Source: an optimization exercise on an open RTL-to-GDS flow (aim: small area, a short achievable clock period and few clock cycles per item). Production flows keep margins and buffers that such runs may drop. Function was checked by simulation only, so behaviour that the tests miss may differ from the original. No activity file was given, so power comes from the tool's default toggle rates.

== v40 ==
## top
module top #(
    parameter WIDTH = 4
) (
    input wire clk,
    input wire rst,
    input wire               in_valid,
    input wire [WIDTH*4-1:0] in_data,
    output wire              in_ready,
    output reg               out_valid,
    output reg [WIDTH*4-1:0] out_data,
    input wire               out_ready
);
For scale: ~17 flip-flops, roughly 38 I/O pins, ~1300 µm² of cells after synthesis.
Settings: LEC_CHECK=0, CAP_MARGIN=20, CORE_MARGIN=2, CORE_UTILIZATION=40, PLACE_DENSITY=0.5, SLEW_MARGIN=20; clock period 3.5 ns.
standard.sh (not shown) runs the stock make flow with config.mk's settings and CLKGATE_MAP_FILE= SYNTH_SCRIPT=/design/flow/synth_recipe.tcl, a recipe that flattens the netlist after the stock synthesis.
==> flow/flow/run.sh <==
#!/bin/bash
# Standard ORFS layout (standard.sh) with these changes:
#  - synthesis maps the logic with flow/abc.script instead of ORFS's ABC
#    script; everything else in the standard synthesis is unchanged, so the
#    registers and their names are the standard synthesis's;
#  - full adders are not extracted into fa/ha cells, so ABC maps the adder
#    trees itself, and ABC sizes the logic for inputs driven by buf_2, the
#    port buffer used below;
#  - every port gets a plain buf_2 buffer instead of the delay buffer that
#    buffer_ports picks by default; after global placement flow/post_gpl.tcl
#    makes the buffers of ports with slack to spare buf_1, and out_ready's,
#    which drives every register enable and in_ready, buf_4.
# Each tool's full log is in orfs/logs/; make's output is in flow.log.
set -euo pipefail
W=$PWD
cat > "$W/own_synth.tcl" <<EOT
proc abc {args} {
  set i [lsearch -exact \$args -script]
  if {\$i >= 0} { lset args [expr {\$i + 1}] $W/flow/abc.script }
  yosys abc {*}\$args
}
source $W/synth_recipe.tcl
EOT
bash standard.sh "SYNTH_SCRIPT=$W/own_synth.tcl" "ADDER_MAP_FILE=" \
  "ABC_DRIVER_CELL=sky130_fd_sc_hd__buf_2" \
  "BUFFER_PORTS_ARGS=-buffer_cell sky130_fd_sc_hd__buf_2" \
  "POST_GLOBAL_PLACE_TCL=$W/flow/post_gpl.tcl" finish > flow.log 2>&1
==> flow/flow/abc.script <==
strash
&get -n
&st
&if -g -K 5
&st
&dch
&put
map -D 1000
upsize -D 1000
dnsize -D 1000
==> flow/flow/post_gpl.tcl <==
# Port buffers, after global placement. buffer_ports gave every port a buf_2.
proc port_buffer {port} {
  set net [get_nets [get_full_name $port]]
  foreach pin [get_pins -of_objects $net] {
    set inst [get_cells -of_objects $pin]
    set cell [get_property [get_lib_cells -of_objects $inst] name]
    if {[string match sky130_fd_sc_hd__buf_* $cell]} { return $inst }
  }
  return ""
}
proc set_port_buffer {ports cell} {
  foreach port [get_ports $ports] {
    set inst [port_buffer $port]
    if {$inst ne ""} {
      puts "post_gpl: [get_full_name $port]: [get_full_name $inst] -> $cell"
      replace_cell $inst $cell
    }
  }
}
# The outputs driven straight from registers, and the inputs that only feed
# out_valid's register, have slack to spare: the smallest buffer will do.
set_port_buffer {out_data[*] out_valid rst in_valid} sky130_fd_sc_hd__buf_1
# out_ready drives every register's enable and, through in_ready's buffer,
# the in_ready port: a stronger buffer shortens the out_ready-to-in_ready path.
set_port_buffer {out_ready} sky130_fd_sc_hd__buf_4
v40 went all the way through synthesis, placement and routing and the layout is clean on timing, DRC and antenna.
Testbench counts of v40, summed over its fixed seeds: cycles 3,208, items 3,200.
Setup changes, v40 to v26
Settings: PLACE_DENSITY removed (was 0.5).
==> flow/flow/run.sh <==
#!/bin/bash
# Standard ORFS layout with three changes:
#  - synthesis maps the logic with flow/abc.script instead of ORFS's ABC
#    script (the registers and their names are those of the standard
#    synthesis, which this flow otherwise runs unchanged);
#  - full adders are not extracted into fa/ha cells, so ABC maps the adder
#    trees itself;
#  - the port buffers are plain small buffers, not the delay buffers that
#    buffer_ports picks by default.
set -euo pipefail
W=$PWD
cat > "$W/own_synth.tcl" <<EOT
proc abc {args} {
  set i [lsearch -exact \$args -script]
  if {\$i >= 0} { lset args [expr {\$i + 1}] $W/flow/abc.script }
  yosys abc {*}\$args
}
source $W/synth_recipe.tcl
EOT
bash standard.sh "SYNTH_SCRIPT=$W/own_synth.tcl" "ADDER_MAP_FILE=" \
  "BUFFER_PORTS_ARGS=-buffer_cell sky130_fd_sc_hd__buf_2" finish > flow.log 2>&1
==> flow/flow/abc.script <==
strash
&get -n
&st
&if -g -K 4
&st
&dch
&put
map -D 1300
upsize -D 1300
dnsize -D 1300
removed: flow/flow/post_gpl.tcl
## What came out
- Summary: with v40 as the reference, upper clock frequency limit in v26 moved down by more than 10%.
- In v26, the clock tree buffer count of the final layout came out 1 below the value in v40.
- Delta (v26 minus v40): share of the synthesized area in compound gates (AO/OA/AOI/OAI) rose by 1.9 points, first-pass GRT wire length fell by about 5.4%.
- Relative to v40, length of routed met2 wiring has decreased by 5.2% in v26.
- Re synthesized cell count: v40 and v26 aren't equal, and the higher value belongs to v40.
- Overall power after layout delta (v26 − v40): unfavourable
- Summary of v26 over v40: final setup slack of the worst path moved down, synthesis-to-layout area growth moved up.
--- input diff v26..v38 ---
==> flow/flow/run.sh <==
#!/bin/bash
# Standard ORFS layout (standard.sh) with these changes:
#  - synthesis maps the logic with flow/abc.script instead of ORFS's ABC
#    script; everything else in the standard synthesis is unchanged, so the
#    registers and their names are the standard synthesis's;
#  - full adders are not extracted into fa/ha cells, so ABC maps the adder
#    trees itself, and ABC sizes the logic for inputs driven by buf_2, the
#    port buffer used below;
#  - every port gets a plain buf_2 buffer instead of the delay buffer that
#    buffer_ports picks by default; after global placement flow/post_gpl.tcl
#    makes the buffers of ports with slack to spare buf_1, and out_ready's,
#    which drives every register enable and in_ready, buf_4.
# Each tool's full log is in orfs/logs/; make's output is in flow.log.
set -euo pipefail
W=$PWD
cat > "$W/own_synth.tcl" <<EOT
proc abc {args} {
  set i [lsearch -exact \$args -script]
  if {\$i >= 0} { lset args [expr {\$i + 1}] $W/flow/abc.script }
  yosys abc {*}\$args
}
source $W/synth_recipe.tcl
EOT
bash standard.sh "SYNTH_SCRIPT=$W/own_synth.tcl" "ADDER_MAP_FILE=" \
  "ABC_DRIVER_CELL=sky130_fd_sc_hd__buf_2" \
  "BUFFER_PORTS_ARGS=-buffer_cell sky130_fd_sc_hd__buf_2" \
  "POST_GLOBAL_PLACE_TCL=$W/flow/post_gpl.tcl" \
  "SETUP_SLACK_MARGIN=1.68" "SETUP_MOVE_SEQUENCE=sizeup,swap" finish > flow.log 2>&1
==> flow/flow/abc.script <==
strash
&get -n
&st
&if -g -K 5
&st
&dch
&put
map -D 1000
upsize -D 1000
dnsize -D 1000
==> flow/flow/post_gpl.tcl (new file) <==
# Port buffers, after global placement. buffer_ports gave every port a buf_2.
proc port_buffer {port} {
  set net [get_nets [get_full_name $port]]
  foreach pin [get_pins -of_objects $net] {
    set inst [get_cells -of_objects $pin]
    set cell [get_property [get_lib_cells -of_objects $inst] name]
    if {[string match sky130_fd_sc_hd__buf_* $cell]} { return $inst }
  }
  return ""
}
proc set_port_buffer {ports cell} {
  foreach port [get_ports $ports] {
    set inst [port_buffer $port]
    if {$inst ne ""} {
      puts "post_gpl: [get_full_name $port]: [get_full_name $inst] -> $cell"
      replace_cell $inst $cell
    }
  }
}
# The outputs driven straight from registers, and the inputs that only feed
# out_valid's register, have slack to spare: the smallest buffer will do.
set_port_buffer {out_data[*] out_valid rst in_valid} sky130_fd_sc_hd__buf_1
# out_ready drives every register's enable and, through in_ready's buffer,
# the in_ready port: a stronger buffer shortens the out_ready-to-in_ready path.
set_port_buffer {out_ready} sky130_fd_sc_hd__buf_4
--- outcome ---
In v38 relative to v26, cell count had gone up by a few percent. Diff v26 -> v38: post-route fraction of the period consumed by the critical path saw a decrease; final period demand of the worst path saw a decrease; critical path depth saw an increase; switching portion of total power saw an increase; smallest setup slack after layout saw an increase.

* * *

The RTL this note starts from:
==> flow/design.v <==
`default_nettype none
module top #(
    parameter WIDTH = 4
) (
    input wire clk,
    input wire rst,
    input wire               in_valid,
    input wire [WIDTH*4-1:0] in_data,
    output wire              in_ready,
    output reg               out_valid,
    output reg [WIDTH*4-1:0] out_data,
    input wire               out_ready
);
    wire [3:0] a0 = in_data[3:0];
    wire [3:0] b0 = in_data[7:4];
    wire [3:0] a1 = in_data[11:8];
    wire [3:0] b1 = in_data[15:12];
    wire [7:0] p0, p1;
    wire m0_pp00 = a0[0] & b0[0];
    wire m0_pp01 = a0[0] & b0[1];
    wire m0_pp02 = a0[0] & b0[2];
    wire m0_pp03 = a0[0] & b0[3];
    wire m0_pp10 = a0[1] & b0[0];
    wire m0_pp11 = a0[1] & b0[1];
    wire m0_pp12 = a0[1] & b0[2];
    wire m0_pp13 = a0[1] & b0[3];
    wire m0_pp20 = a0[2] & b0[0];
    wire m0_pp21 = a0[2] & b0[1];
    wire m0_pp22 = a0[2] & b0[2];
    wire m0_pp23 = a0[2] & b0[3];
    wire m0_pp30 = a0[3] & b0[0];
    wire m0_pp31 = a0[3] & b0[1];
    wire m0_pp32 = a0[3] & b0[2];
    wire m0_pp33 = a0[3] & b0[3];
    wire m0_hs0 = m0_pp03 ^ m0_pp12;
    wire m0_hc0 = m0_pp03 & m0_pp12;
    wire m0_hs1 = m0_pp13 ^ m0_pp22;
    wire m0_hc1 = m0_pp13 & m0_pp22;
    wire m0_hs2 = m0_pp02 ^ m0_pp11;
    wire m0_hc2 = m0_pp02 & m0_pp11;
    wire m0_fs3 = m0_hs0 ^ m0_pp21 ^ m0_pp30;
    wire m0_fc3 = (m0_hs0 & m0_pp21) | (m0_hs0 & m0_pp30) | (m0_pp21 & m0_pp30);
    wire m0_fs4 = m0_hc0 ^ m0_hs1 ^ m0_pp31;
    wire m0_fc4 = (m0_hc0 & m0_hs1) | (m0_hc0 & m0_pp31) | (m0_hs1 & m0_pp31);
    wire m0_fs5 = m0_hc1 ^ m0_pp23 ^ m0_pp32;
    wire m0_fc5 = (m0_hc1 & m0_pp23) | (m0_hc1 & m0_pp32) | (m0_pp23 & m0_pp32);
    wire [7:0] m0_ra = {1'b0, m0_fc5, m0_fc4, m0_fc3, m0_hc2, m0_hs2, m0_pp01, m0_pp00};
    wire [7:0] m0_rb = {1'b0, m0_pp33, m0_fs5, m0_fs4, m0_fs3, m0_pp20, m0_pp10, 1'b0};
    wire [8:0] m0_c;
    assign m0_c[0] = 1'b0;
    assign p0[0] = m0_ra[0] ^ m0_rb[0] ^ m0_c[0];
    assign m0_c[1] = (m0_ra[0] & m0_rb[0]) | (m0_ra[0] & m0_c[0]) | (m0_rb[0] & m0_c[0]);
    assign p0[1] = m0_ra[1] ^ m0_rb[1] ^ m0_c[1];
    assign m0_c[2] = (m0_ra[1] & m0_rb[1]) | (m0_ra[1] & m0_c[1]) | (m0_rb[1] & m0_c[1]);
    assign p0[2] = m0_ra[2] ^ m0_rb[2] ^ m0_c[2];
    assign m0_c[3] = (m0_ra[2] & m0_rb[2]) | (m0_ra[2] & m0_c[2]) | (m0_rb[2] & m0_c[2]);
    assign p0[3] = m0_ra[3] ^ m0_rb[3] ^ m0_c[3];
    assign m0_c[4] = (m0_ra[3] & m0_rb[3]) | (m0_ra[3] & m0_c[3]) | (m0_rb[3] & m0_c[3]);
    assign p0[4] = m0_ra[4] ^ m0_rb[4] ^ m0_c[4];
    assign m0_c[5] = (m0_ra[4] & m0_rb[4]) | (m0_ra[4] & m0_c[4]) | (m0_rb[4] & m0_c[4]);
    assign p0[5] = m0_ra[5] ^ m0_rb[5] ^ m0_c[5];
    assign m0_c[6] = (m0_ra[5] & m0_rb[5]) | (m0_ra[5] & m0_c[5]) | (m0_rb[5] & m0_c[5]);
    assign p0[6] = m0_ra[6] ^ m0_rb[6] ^ m0_c[6];
    assign m0_c[7] = (m0_ra[6] & m0_rb[6]) | (m0_ra[6] & m0_c[6]) | (m0_rb[6] & m0_c[6]);
    assign p0[7] = m0_ra[7] ^ m0_rb[7] ^ m0_c[7];
    assign m0_c[8] = (m0_ra[7] & m0_rb[7]) | (m0_ra[7] & m0_c[7]) | (m0_rb[7] & m0_c[7]);
    wire m1_pp00 = a1[0] & b1[0];
    wire m1_pp01 = a1[0] & b1[1];
    wire m1_pp02 = a1[0] & b1[2];
    wire m1_pp03 = a1[0] & b1[3];
    wire m1_pp10 = a1[1] & b1[0];
    wire m1_pp11 = a1[1] & b1[1];
    wire m1_pp12 = a1[1] & b1[2];
    wire m1_pp13 = a1[1] & b1[3];
    wire m1_pp20 = a1[2] & b1[0];
    wire m1_pp21 = a1[2] & b1[1];
    wire m1_pp22 = a1[2] & b1[2];
    wire m1_pp23 = a1[2] & b1[3];
    wire m1_pp30 = a1[3] & b1[0];
    wire m1_pp31 = a1[3] & b1[1];
    wire m1_pp32 = a1[3] & b1[2];
    wire m1_pp33 = a1[3] & b1[3];
    wire m1_hs0 = m1_pp03 ^ m1_pp12;
    wire m1_hc0 = m1_pp03 & m1_pp12;
    wire m1_hs1 = m1_pp13 ^ m1_pp22;
    wire m1_hc1 = m1_pp13 & m1_pp22;
    wire m1_hs2 = m1_pp02 ^ m1_pp11;
    wire m1_hc2 = m1_pp02 & m1_pp11;
    wire m1_fs3 = m1_hs0 ^ m1_pp21 ^ m1_pp30;
    wire m1_fc3 = (m1_hs0 & m1_pp21) | (m1_hs0 & m1_pp30) | (m1_pp21 & m1_pp30);
    wire m1_fs4 = m1_hc0 ^ m1_hs1 ^ m1_pp31;
    wire m1_fc4 = (m1_hc0 & m1_hs1) | (m1_hc0 & m1_pp31) | (m1_hs1 & m1_pp31);
    wire m1_fs5 = m1_hc1 ^ m1_pp23 ^ m1_pp32;
    wire m1_fc5 = (m1_hc1 & m1_pp23) | (m1_hc1 & m1_pp32) | (m1_pp23 & m1_pp32);
    wire [7:0] m1_ra = {1'b0, m1_fc5, m1_fc4, m1_fc3, m1_hc2, m1_hs2, m1_pp01, m1_pp00};
    wire [7:0] m1_rb = {1'b0, m1_pp33, m1_fs5, m1_fs4, m1_fs3, m1_pp20, m1_pp10, 1'b0};
    wire [8:0] m1_c;
    assign m1_c[0] = 1'b0;
    assign p1[0] = m1_ra[0] ^ m1_rb[0] ^ m1_c[0];
    assign m1_c[1] = (m1_ra[0] & m1_rb[0]) | (m1_ra[0] & m1_c[0]) | (m1_rb[0] & m1_c[0]);
    assign p1[1] = m1_ra[1] ^ m1_rb[1] ^ m1_c[1];
    assign m1_c[2] = (m1_ra[1] & m1_rb[1]) | (m1_ra[1] & m1_c[1]) | (m1_rb[1] & m1_c[1]);
    assign p1[2] = m1_ra[2] ^ m1_rb[2] ^ m1_c[2];
    assign m1_c[3] = (m1_ra[2] & m1_rb[2]) | (m1_ra[2] & m1_c[2]) | (m1_rb[2] & m1_c[2]);
    assign p1[3] = m1_ra[3] ^ m1_rb[3] ^ m1_c[3];
    assign m1_c[4] = (m1_ra[3] & m1_rb[3]) | (m1_ra[3] & m1_c[3]) | (m1_rb[3] & m1_c[3]);
    assign p1[4] = m1_ra[4] ^ m1_rb[4] ^ m1_c[4];
    assign m1_c[5] = (m1_ra[4] & m1_rb[4]) | (m1_ra[4] & m1_c[4]) | (m1_rb[4] & m1_c[4]);
    assign p1[5] = m1_ra[5] ^ m1_rb[5] ^ m1_c[5];
    assign m1_c[6] = (m1_ra[5] & m1_rb[5]) | (m1_ra[5] & m1_c[5]) | (m1_rb[5] & m1_c[5]);
    assign p1[6] = m1_ra[6] ^ m1_rb[6] ^ m1_c[6];
    assign m1_c[7] = (m1_ra[6] & m1_rb[6]) | (m1_ra[6] & m1_c[6]) | (m1_rb[6] & m1_c[6]);
    assign p1[7] = m1_ra[7] ^ m1_rb[7] ^ m1_c[7];
    assign m1_c[8] = (m1_ra[7] & m1_rb[7]) | (m1_ra[7] & m1_c[7]) | (m1_rb[7] & m1_c[7]);
    assign in_ready = out_ready;
    always @(posedge clk) begin
        if (rst) begin
            out_valid <= 1'b0;
        end else if (out_ready) begin
            out_valid <= in_valid;
        end
        if (out_ready) begin
            out_data <= {p1, p0};
        end
    end
endmodule
clock: 3.5 ns
lec_check: 0
cap_margin: 20
core_margin: 2
core_utilization: 40
place_density: 0.8
slew_margin: 20
==> flow/flow/run.sh <==
#!/bin/bash
# Standard ORFS layout (standard.sh) with these changes:
#  - synthesis maps the logic with flow/abc.script instead of ORFS's ABC
#    script; everything else in the standard synthesis is unchanged, so the
#    registers and their names are the standard synthesis's;
#  - full adders are not extracted into fa/ha cells, so ABC maps the adder
#    trees itself, and ABC sizes the logic for inputs driven by buf_2, the
#    port buffer used below;
#  - every port gets a plain buf_2 buffer instead of the delay buffer that
#    buffer_ports picks by default; after global placement flow/post_gpl.tcl
#    makes the buffers of ports with slack to spare buf_1, and out_ready's,
#    which drives every register enable and in_ready, buf_4.
# Each tool's full log is in orfs/logs/; make's output is in flow.log.
set -euo pipefail
W=$PWD
cat > "$W/own_synth.tcl" <<EOT
proc abc {args} {
  set i [lsearch -exact \$args -script]
  if {\$i >= 0} { lset args [expr {\$i + 1}] $W/flow/abc.script }
  yosys abc {*}\$args
}
source $W/synth_recipe.tcl
EOT
bash standard.sh "SYNTH_SCRIPT=$W/own_synth.tcl" "ADDER_MAP_FILE=" \
  "ABC_DRIVER_CELL=sky130_fd_sc_hd__buf_2" \
  "BUFFER_PORTS_ARGS=-buffer_cell sky130_fd_sc_hd__buf_2" \
  "POST_GLOBAL_PLACE_TCL=$W/flow/post_gpl.tcl" finish > flow.log 2>&1
==> flow/flow/abc.script <==
strash
&get -n
&st
&if -g -K 5
&st
&dch
&put
map -D 1000
upsize -D 1000
dnsize -D 1000
==> flow/flow/post_gpl.tcl <==
# Port buffers, after global placement. buffer_ports gave every port a buf_2.
proc port_buffer {port} {
  set net [get_nets [get_full_name $port]]
  foreach pin [get_pins -of_objects $net] {
    set inst [get_cells -of_objects $pin]
    set cell [get_property [get_lib_cells -of_objects $inst] name]
    if {[string match sky130_fd_sc_hd__buf_* $cell]} { return $inst }
  }
  return ""
}
proc set_port_buffer {ports cell} {
  foreach port [get_ports $ports] {
    set inst [port_buffer $port]
    if {$inst ne ""} {
      puts "post_gpl: [get_full_name $port]: [get_full_name $inst] -> $cell"
      replace_cell $inst $cell
    }
  }
}
# The outputs driven straight from registers, and the inputs that only feed
# out_valid's register, have slack to spare: the smallest buffer will do.
set_port_buffer {out_data[*] out_valid rst in_valid} sky130_fd_sc_hd__buf_1
# out_ready drives every register's enable and, through in_ready's buffer,
# the in_ready port: a stronger buffer shortens the out_ready-to-in_ready path.
set_port_buffer {out_ready} sky130_fd_sc_hd__buf_4
The starting point finished with timing, DRC and antenna clean.
Testbench counts at the start, summed over its fixed seeds: cycles 3,208, items 3,200.
Change:
--- a/flow/flow/run.sh
+++ b/flow/flow/run.sh
@@ -7,2 +7 @@
-#    trees itself, and ABC sizes the logic for inputs driven by buf_2, the
-#    port buffer used below;
+#    trees itself;
@@ -10,3 +9,3 @@
-#    buffer_ports picks by default; after global placement flow/post_gpl.tcl
-#    makes the buffers of ports with slack to spare buf_1, and out_ready's,
-#    which drives every register enable and in_ready, buf_4.
+#    buffer_ports picks by default, and after global placement
+#    (flow/post_gpl.tcl) the output buffers that only drive an output port
+#    are made buf_1.
@@ -25 +23,0 @@
-  "ABC_DRIVER_CELL=sky130_fd_sc_hd__buf_2" \
==> flow/flow/post_gpl.tcl (replaced) <==
# The output ports other than in_ready are driven from registers and have
# slack to spare: their port buffers can be the smallest buffer.
foreach port [get_ports {out_data[*] out_valid}] {
  set net [get_nets [get_full_name $port]]
  foreach pin [get_pins -of_objects $net -filter "direction == output"] {
    set inst [get_cells -of_objects $pin]
    if {[get_property [get_lib_cells -of_objects $inst] name] eq "sky130_fd_sc_hd__buf_2"} {
      puts "post_gpl: [get_full_name $inst] -> sky130_fd_sc_hd__buf_1"
      replace_cell $inst sky130_fd_sc_hd__buf_1
    }
  }
}
- PLACE_DENSITY: 0.8 -> unset
Result: The changed run ran to the end with no violations. Final cell count is unchanged. Count of clock-buffer cells in the layout came out lower by 1. Total power went up by 0.65%. Area after synthesis increases by 3.1%. Worst setup slack loses 120 ps. Sequential power stays flat. Clock power hardly moves. Die area rose by 2.9%.
Change:
--- a/flow/flow/run.sh
+++ b/flow/flow/run.sh
@@ -9,3 +9,3 @@
-#    buffer_ports picks by default, and after global placement
-#    (flow/post_gpl.tcl) the output buffers that only drive an output port
-#    are made buf_1.
+#    buffer_ports picks by default; after global placement flow/post_gpl.tcl
+#    makes the buffers of ports with slack to spare buf_1, and out_ready's,
+#    which drives every register enable and in_ready, buf_4.
==> flow/flow/abc.script (replaced) <==
strash
&get -n
&st
&if -g -K 5
&st
&dch
&put
map -D 1100
upsize -D 1100
dnsize -D 1100
==> flow/flow/post_gpl.tcl (replaced) <==
# Port buffers, after global placement. buffer_ports gave every port a buf_2.
proc port_buffer {port} {
  set net [get_nets [get_full_name $port]]
  foreach pin [get_pins -of_objects $net] {
    set inst [get_cells -of_objects $pin]
    set cell [get_property [get_lib_cells -of_objects $inst] name]
    if {[string match sky130_fd_sc_hd__buf_* $cell]} { return $inst }
  }
  return ""
}
proc set_port_buffer {ports cell} {
  foreach port [get_ports $ports] {
    set inst [port_buffer $port]
    if {$inst ne ""} {
      puts "post_gpl: [get_full_name $port]: [get_full_name $inst] -> $cell"
      replace_cell $inst $cell
    }
  }
}
# The outputs driven straight from registers, and the inputs that only feed
# out_valid's register, have slack to spare: the smallest buffer will do.
set_port_buffer {out_data[*] out_valid rst in_valid} sky130_fd_sc_hd__buf_1
# out_ready drives every register's enable and, through in_ready's buffer,
# the in_ready port: a stronger buffer shortens the out_ready-to-in_ready path.
set_port_buffer {out_ready} sky130_fd_sc_hd__buf_4
Effect:
- global-route usage goes up by 1.1 points
- power climbs by 2.0%
- wire length increases by 1.7%
- worst hold slack is better by 3.9 ps
Change:
==> flow/flow/abc.script (replaced) <==
strash
&get -n
&st
&if -g -K 5
&st
&dch
&put
map -D 1000
upsize -D 1000
dnsize -D 1000
- CORE_UTILIZATION: 40 -> 65
- PLACE_DENSITY: unset -> 0.75
Effect:
- global-route usage climbs by 7.8 points
- cell area went down slightly
- clock skew does not change
- final cell count is lower by a little under a tenth
- maximum frequency is lower by a few percent
- via count climbs by a few percent
- area after synthesis came out higher slightly
- flip-flop and latch count does not change
- worst setup slack got worse by 65 ps
- total power went down by a few percent
- first-iteration DRC count rises by well over a third

[separate check: timing with driven ports]
The results above use ideal ports. As a check the final layouts listed here were re-extracted and re-timed, cells and wires unchanged.
Step 1: set_driving_cell puts a clkbuf_16 on clk and a buf_2 on each other input, an assumption about the parent block.
Step 2 moves the port delays by t, midway between the first and last clock arrival at a register: inputs arrive t later, outputs are due t later. That takes back most of the time a late clock gives input paths.
Three values: no drivers, after step 1, after step 2; two values: the first two.
run	t, ns	setup WS [ns]	hold WS [ns]
v40	0.303	1.668 / 1.660 / 1.367	0.507 / 0.507 / 0.507
v26	0.298	1.437 / 1.435 / 1.137	0.505 / 0.505 / 0.505
v38	0.307	1.714 / 1.704 / 1.397	0.520 / 0.520 / 0.520
the first run of note 2	0.298	1.674 / 1.670 / 1.379	0.515 / 0.515 / 0.515
the second run of note 2	0.303	1.554 / 1.533 / 1.369	0.504 / 0.504 / 0.504
the third run of note 2	0.303	1.631 / 1.631 / 1.328	0.508 / 0.508 / 0.508
the fourth run of note 2	0.283	1.566 / 1.566 / 1.282	0.510 / 0.510 / 0.510
After both steps every run listed still meets setup and hold. For v38, which loses most, drivers alone change the setup slack by -0.010 ns; drivers and shift together by -0.317 ns.
